This design comes from an exercise in tuning for small area on the open sky130 flow, not from production work.
The RTL was checked by simulation tests, not by an equivalence proof against the original design.
No driver is modelled on the clock port, so clock power and skew are understated where the tree is cut down; a real chip needs a root buffer or a tree.

== run 1 ==
==> flow/design.v (excerpt) <==
module topTM1638(input clk_50M,
input wire rst,
output wire clk,
output wire stb,
output reg dio,
input wire [7:0] gio,
input wire [7:0] phut,
input wire [7:0] giay
);
Size in the first run: roughly 29 I/O pins.
export LEC_CHECK = 0
export CAP_MARGIN = 20
export CORE_MARGIN = 2
export CORE_UTILIZATION = 40
export GPL_TIMING_DRIVEN = 0
export PLACE_DENSITY = 0.6
export SLEW_MARGIN = 20
create_clock -name core_clock -period 10.0 [get_ports {clk_50M}]
standard.sh (not shown) runs the stock make flow with config.mk's settings and CLKGATE_MAP_FILE= SYNTH_SCRIPT=/design/flow/synth_recipe.tcl, a recipe that flattens the netlist after the stock synthesis.
==> flow/flow/run.sh <==
#!/bin/bash
# Own layout flow: the standard ORFS flow (standard.sh), changed only in
#  - synthesis: the standard flow's synthesis script, but ABC maps the logic with an
#    area-oriented script (flow/abc.script) and Yosys's adder extraction is off
#    (half-adder cells would hide the logic from ABC);
#  - port buffers: the smallest buffer, sky130_fd_sc_hd__buf_1;
#  - clock tree: one clock buffer drives all registers (flow/cts_pre.tcl);
#  - power recovery (downsizing of non-critical gates) after global routing.
# Each step's full output goes to a log file in this folder.
set -euo pipefail
W=$PWD
{
  head -n 1 "$W/synth_recipe.tcl"
  echo 'proc abc {args} { set i [lsearch -exact $args -script]; if {$i >= 0} { lset args [expr {$i + 1}] $::env(MY_ABC_SCRIPT) }; yosys abc {*}$args }'
  tail -n +2 "$W/synth_recipe.tcl"
} > "$W/my_synth.tcl"
sed -e "s#$W/synth_recipe.tcl#$W/my_synth.tcl#" "$W/standard.sh" > "$W/my_standard.sh"
export MY_ABC_SCRIPT="$W/flow/abc.script"
export ADDER_MAP_FILE=
export BUFFER_PORTS_ARGS="-buffer_cell sky130_fd_sc_hd__buf_1"
export PRE_CTS_TCL="$W/flow/cts_pre.tcl"
export CLOCK_BUFFER=sky130_fd_sc_hd__buf_12
export CLOCK_BUFFERS=1
export RECOVER_POWER=100
bash "$W/my_standard.sh" synth > "$W/log_synth.txt" 2>&1
bash "$W/my_standard.sh" finish > "$W/log_finish.txt" 2>&1
==> flow/flow/abc.script <==
strash; &get -n; &deepsyn -T 60; &dch -f; &nf -R 1000; &put
==> flow/flow/cts_pre.tcl <==
# Sourced before ORFS's clock tree synthesis (PRE_CTS_TCL): the design has few
# registers, so CLOCK_BUFFERS clock buffers of type CLOCK_BUFFER, each driving
# one group of registers (split by x position) from its centre, take the place
# of the clock tree, and clock_tree_synthesis is skipped. The clock port
# drives only these buffers.
set block [ord::get_db_block]
set master [[ord::get_db] findMaster $::env(CLOCK_BUFFER)]
set nbuf $::env(CLOCK_BUFFERS)
set clknet [$block findNet clk_50M]
set sinks {}
foreach it [$clknet getITerms] {
  set box [[$it getInst] getBBox]
  lappend sinks [list [expr {([$box xMin] + [$box xMax]) / 2}] [expr {([$box yMin] + [$box yMax]) / 2}] $it]
}
set sinks [lsort -integer -index 0 $sinks]
set n [llength $sinks]
for {set k 0} {$k < $nbuf} {incr k} {
  set group [lrange $sinks [expr {$k * $n / $nbuf}] [expr {($k + 1) * $n / $nbuf - 1}]]
  set inst [odb::dbInst_create $block $master clkbuf_${k}_clk_50M]
  set net [odb::dbNet_create $block clknet_${k}_clk_50M]
  $net setSigType CLOCK
  set sx 0
  set sy 0
  foreach s $group {
    set sx [expr {$sx + [lindex $s 0]}]
    set sy [expr {$sy + [lindex $s 1]}]
    set it [lindex $s 2]
    $it disconnect
    $it connect $net
  }
  [$inst findITerm A] connect $clknet
  [$inst findITerm X] connect $net
  $inst setLocation [expr {$sx / [llength $group]}] [expr {$sy / [llength $group]}]
  $inst setPlacementStatus PLACED
  puts "clock buffer [$inst getName] ([$master getName]) drives [llength $group] clock pins"
}
proc clock_tree_synthesis {args} {
  puts "clock_tree_synthesis skipped: clock buffers placed by cts_pre.tcl"
}
The final layout from run 1, which completed every stage, passed the timing, DRC and antenna checks at the end of the flow.
Setup changes, run 1 to run 2
- GPL_TIMING_DRIVEN no longer set, was 0
diff --git a/flow/flow/run.sh b/flow/flow/run.sh
--- a/flow/flow/run.sh
+++ b/flow/flow/run.sh
@@ -22,2 +22,2 @@
-export CLOCK_BUFFER=sky130_fd_sc_hd__buf_12
-export CLOCK_BUFFERS=1
+export CLOCK_BUFFER=sky130_fd_sc_hd__clkbuf_8
+export CLOCK_BUFFERS=2
==> flow/flow/abc.script <==
strash; &get -n; &deepsyn -T 300; &dch -f; &nf -R 1000; &put
## What came out
On run 2: fraction of the cycle the final worst path needs is 2.0 points lower than what run 1 gave. Per the comparison of run 2 with run 1, hold slack higher; wire length higher. Design area delta (run 1 -> run 2): insignificant.
Inputs modified between run 2 and run 3:
- CORE_UTILIZATION now 65, was 40
- PLACE_DENSITY now 0.8, was 0.6
diff --git a/flow/flow/run.sh b/flow/flow/run.sh
--- a/flow/flow/run.sh
+++ b/flow/flow/run.sh
@@ -22,2 +22,2 @@
-export CLOCK_BUFFER=sky130_fd_sc_hd__clkbuf_8
-export CLOCK_BUFFERS=2
+export CLOCK_BUFFER=sky130_fd_sc_hd__buf_12
+export CLOCK_BUFFERS=1
==> flow/flow/abc.script <==
strash; &get -n; &deepsyn -T 60; &dch -f; &nf -R 1000; &put
Notes after the runs:
From run 2 to run 3 the numbers moved as follows: number of DRC violations after detailed-routing iteration 0 shows a reduction of 37%; final standard cell utilization of the core rose by 28 points.
Looking at length of routed met3 wiring, run 3 sits 10% lower than run 2 does.
Re count of unresolved DRC violations after routing: no difference whatsoever between run 2 and run 3.
Run 3 vs run 2 — post-place instance area dropped 25 um2.
Between run 2 and run 3, the flow reports cell area decreasing slightly.
diff inputs: run 3 => run 4
- PLACE_DENSITY now 0.6, was 0.8
- CORE_UTILIZATION now 40, was 65
diff --git a/flow/flow/run.sh b/flow/flow/run.sh
--- a/flow/flow/run.sh
+++ b/flow/flow/run.sh
@@ -22 +22 @@
-export CLOCK_BUFFER=sky130_fd_sc_hd__buf_12
+export CLOCK_BUFFER=sky130_fd_sc_hd__clkbuf_16
--- outcome ---
Compared with run 3, run 4 shows sum of routed wire length over all layers higher by about 11%. Setup slack: run 4 less than run 3. On first-iteration DRC count: run 4 sits above run 3. The standard cells in run 4 occupy more silicon area than those in run 3 do. On run 4: global-route usage is 4.9 points lower than what run 3 gave. Run 3 → run 4: slew of the pin with the lowest slew margin went up 66 ps, initial antenna violation count held steady.
In every run of this note, the design's own scripts or RTL, not TritonCTS, make the clock network.

---

topTM1638 again, from the RTL that the note above started with.
export LEC_CHECK = 0
export CAP_MARGIN = 20
export CORE_MARGIN = 2
export CORE_UTILIZATION = 40
export PLACE_DENSITY = 0.6
export SLEW_MARGIN = 20
create_clock -name core_clock -period 10.0 [get_ports {clk_50M}]
==> flow/flow/run.sh <==
#!/bin/bash
# Own layout flow: the standard ORFS flow (standard.sh), changed only in
#  - synthesis: the standard flow's synthesis script, but ABC maps the logic with an
#    area-oriented script (flow/abc.script) and Yosys's adder extraction is off
#    (half-adder cells would hide the logic from ABC);
#  - port buffers: the smallest buffer, sky130_fd_sc_hd__buf_1;
#  - clock tree: one clock buffer drives all registers (flow/cts_pre.tcl);
#  - power recovery (downsizing of non-critical gates) after global routing.
# Each step's full output goes to a log file in this folder.
set -euo pipefail
W=$PWD
{
  head -n 1 "$W/synth_recipe.tcl"
  echo 'proc abc {args} { set i [lsearch -exact $args -script]; if {$i >= 0} { lset args [expr {$i + 1}] $::env(MY_ABC_SCRIPT) }; yosys abc {*}$args }'
  tail -n +2 "$W/synth_recipe.tcl"
} > "$W/my_synth.tcl"
sed -e "s#$W/synth_recipe.tcl#$W/my_synth.tcl#" "$W/standard.sh" > "$W/my_standard.sh"
export MY_ABC_SCRIPT="$W/flow/abc.script"
export ADDER_MAP_FILE=
export BUFFER_PORTS_ARGS="-buffer_cell sky130_fd_sc_hd__buf_1"
export PRE_CTS_TCL="$W/flow/cts_pre.tcl"
export CLOCK_BUFFER=${CLOCK_BUFFER:-sky130_fd_sc_hd__clkbuf_16}
export CLOCK_BUFFERS=${CLOCK_BUFFERS:-1}
export RECOVER_POWER=100
bash "$W/my_standard.sh" synth > "$W/log_synth.txt" 2>&1
bash "$W/my_standard.sh" finish > "$W/log_finish.txt" 2>&1
==> flow/flow/abc.script <==
strash; &get -n; &deepsyn -T 60; &dch -f; &nf -R 1000; &put
Scripts as last shown in full above: flow/flow/cts_pre.tcl
==> next run, changes <==
--- a/flow/flow/run.sh
+++ b/flow/flow/run.sh
@@ -3,4 +3,6 @@
 #  - synthesis: the standard flow's synthesis script, but ABC maps the logic with an
-#    area-oriented script (flow/abc.script) and Yosys's adder extraction is off
-#    (half-adder cells would hide the logic from ABC);
+#    area-oriented script (flow/abc.script: deepsyn, area mapping, then
+#    don't-care-based resubstitution with mfs3) and Yosys's adder extraction
+#    is off (half-adder cells would hide the logic from ABC); should that ABC
+#    run fail, synthesis runs again with flow/abc_safe.script (no mfs3);
 #  - port buffers: the smallest buffer, sky130_fd_sc_hd__buf_1;
@@ -21,6 +23,9 @@
 export PRE_CTS_TCL="$W/flow/cts_pre.tcl"
-export CLOCK_BUFFER=${CLOCK_BUFFER:-sky130_fd_sc_hd__clkbuf_16}
-export CLOCK_BUFFERS=${CLOCK_BUFFERS:-1}
+export CLOCK_BUFFER=sky130_fd_sc_hd__buf_12
+export CLOCK_BUFFERS=1
 export RECOVER_POWER=100
-bash "$W/my_standard.sh" synth > "$W/log_synth.txt" 2>&1
+if ! bash "$W/my_standard.sh" synth > "$W/log_synth.txt" 2>&1; then
+  export MY_ABC_SCRIPT="$W/flow/abc_safe.script"
+  bash "$W/my_standard.sh" synth > "$W/log_synth_safe.txt" 2>&1
+fi
 bash "$W/my_standard.sh" finish > "$W/log_finish.txt" 2>&1
==> flow/flow/abc.script (replaced) <==
strash; &get -n; &deepsyn -T 60; &dch -f; &nf -R 1000; &put; mfs3 -aez -H 8 -R 4 -K 8; mfs3 -aerz -H 8 -K 8; mfs3 -aez -H 8 -R 4 -K 8; mfs3 -aerz -H 8 -K 8; topo
==> flow/flow/abc_safe.script (new file) <==
strash; &get -n; &deepsyn -T 60; &dch -f; &nf -R 1000; &put
- The changed run completed with no timing, DRC or antenna violations
- maximum frequency goes down slightly
- core utilization goes down by 0.33 points
- final cell count goes down slightly
- hold slack is about the same
- setup slack got worse by 56 ps
- synthesized area goes down by a few percent
- routed wire length goes down by a few percent
- via count goes down by a few percent
==> next run, changes <==
--- a/flow/flow/run.sh
+++ b/flow/flow/run.sh
@@ -3,6 +3,4 @@
 #  - synthesis: the standard flow's synthesis script, but ABC maps the logic with an
-#    area-oriented script (flow/abc.script: deepsyn, area mapping, then
-#    don't-care-based resubstitution with mfs3) and Yosys's adder extraction
-#    is off (half-adder cells would hide the logic from ABC); should that ABC
-#    run fail, synthesis runs again with flow/abc_safe.script (no mfs3);
+#    area-oriented script (flow/abc.script) and Yosys's adder extraction is off
+#    (half-adder cells would hide the logic from ABC);
 #  - port buffers: the smallest buffer, sky130_fd_sc_hd__buf_1;
@@ -23,9 +21,6 @@
 export PRE_CTS_TCL="$W/flow/cts_pre.tcl"
-export CLOCK_BUFFER=sky130_fd_sc_hd__buf_12
-export CLOCK_BUFFERS=1
+export CLOCK_BUFFER=${CLOCK_BUFFER:-sky130_fd_sc_hd__clkbuf_8}
+export CLOCK_BUFFERS=${CLOCK_BUFFERS:-2}
 export RECOVER_POWER=100
-if ! bash "$W/my_standard.sh" synth > "$W/log_synth.txt" 2>&1; then
-  export MY_ABC_SCRIPT="$W/flow/abc_safe.script"
-  bash "$W/my_standard.sh" synth > "$W/log_synth_safe.txt" 2>&1
-fi
+bash "$W/my_standard.sh" synth > "$W/log_synth.txt" 2>&1
 bash "$W/my_standard.sh" finish > "$W/log_finish.txt" 2>&1
==> flow/flow/abc.script (replaced) <==
strash; &get -n; &deepsyn -T 60; &dch -f; &nf -R 1000; &put
removed: flow/flow/abc_safe.script
What happened: Final cell count rose by 2.4%; die area came out higher by 2.0%; worst setup slack improves by 62 ps; synthesized area rose by 2.1%; sequential cell count does not change; routed wire length came out higher by 3.6%.
==> next run, changes <==
--- a/flow/flow/run.sh
+++ b/flow/flow/run.sh
@@ -21,4 +21,4 @@
 export PRE_CTS_TCL="$W/flow/cts_pre.tcl"
-export CLOCK_BUFFER=${CLOCK_BUFFER:-sky130_fd_sc_hd__clkbuf_8}
-export CLOCK_BUFFERS=${CLOCK_BUFFERS:-2}
+export CLOCK_BUFFER=sky130_fd_sc_hd__buf_12
+export CLOCK_BUFFERS=1
 export RECOVER_POWER=100
CAP_MARGIN = 0   (was 20)
SLEW_MARGIN = 0   (was 20)
Effect:
- clock skew decreases by 13 ps
- area after synthesis stays the same
- routed wire length decreases by 1.3%
- die area is unchanged
==> next run, changes <==
CAP_MARGIN = 20   (was 0)
SLEW_MARGIN = 20   (was 0)
Result: Cell area is unchanged. Global-route usage is unchanged. Critical path depth is unchanged.
In every run of this note, the design's own scripts or RTL, not TritonCTS, make the clock network.

[port drivers added, routing unchanged]
No port has a modelled driver above. Below, the same layouts with a new extraction and two added sets of constraints.
Step 1 (the two cells are an assumption about what drives the block):
set clk [get_ports {clk_50M}]
set_driving_cell -lib_cell sky130_fd_sc_hd__clkbuf_16 $clk
set_driving_cell -lib_cell sky130_fd_sc_hd__buf_2 [delete_from_list [all_inputs] $clk]
Step 2 times the ports against the registers' clock, not the clock port: input delays grow and output delays shrink by t, the midpoint of the rising clock arrivals with the driver on.
Three values: ideal ports, drivers, drivers and shift; two values: the first two.
run	t (ns)	slack for setup (ns)	hold WS [ns]	latest minus earliest clock arrival (ns)
run 1	0.182	5.135 / 5.125 / 5.135	0.521 / 0.521 / 0.521	0.005 / 0.004
run 2	0.188	5.336 / 5.336 / 5.336	0.558 / 0.558 / 0.558	0.020 / 0.020
run 3	0.175	5.457 / 5.457 / 5.457	0.558 / 0.558 / 0.558	0.005 / 0.005
run 4	0.205	5.330 / 5.330 / 5.330	0.562 / 0.562 / 0.562	0.010 / 0.009
the first run of note 2	0.205	5.330 / 5.330 / 5.330	0.562 / 0.562 / 0.562	0.010 / 0.009
the second run of note 2	0.180	5.274 / 5.274 / 5.274	0.563 / 0.563 / 0.563	0.008 / 0.008
the third run of note 2	0.188	5.336 / 5.336 / 5.336	0.558 / 0.558 / 0.558	0.020 / 0.020
the fourth run of note 2	0.178	5.349 / 5.349 / 5.349	0.562 / 0.562 / 0.562	0.006 / 0.005
the fifth run of note 2	0.178	5.349 / 5.349 / 5.349	0.562 / 0.562 / 0.562	0.006 / 0.005
After both steps setup and hold are still met in every run listed.
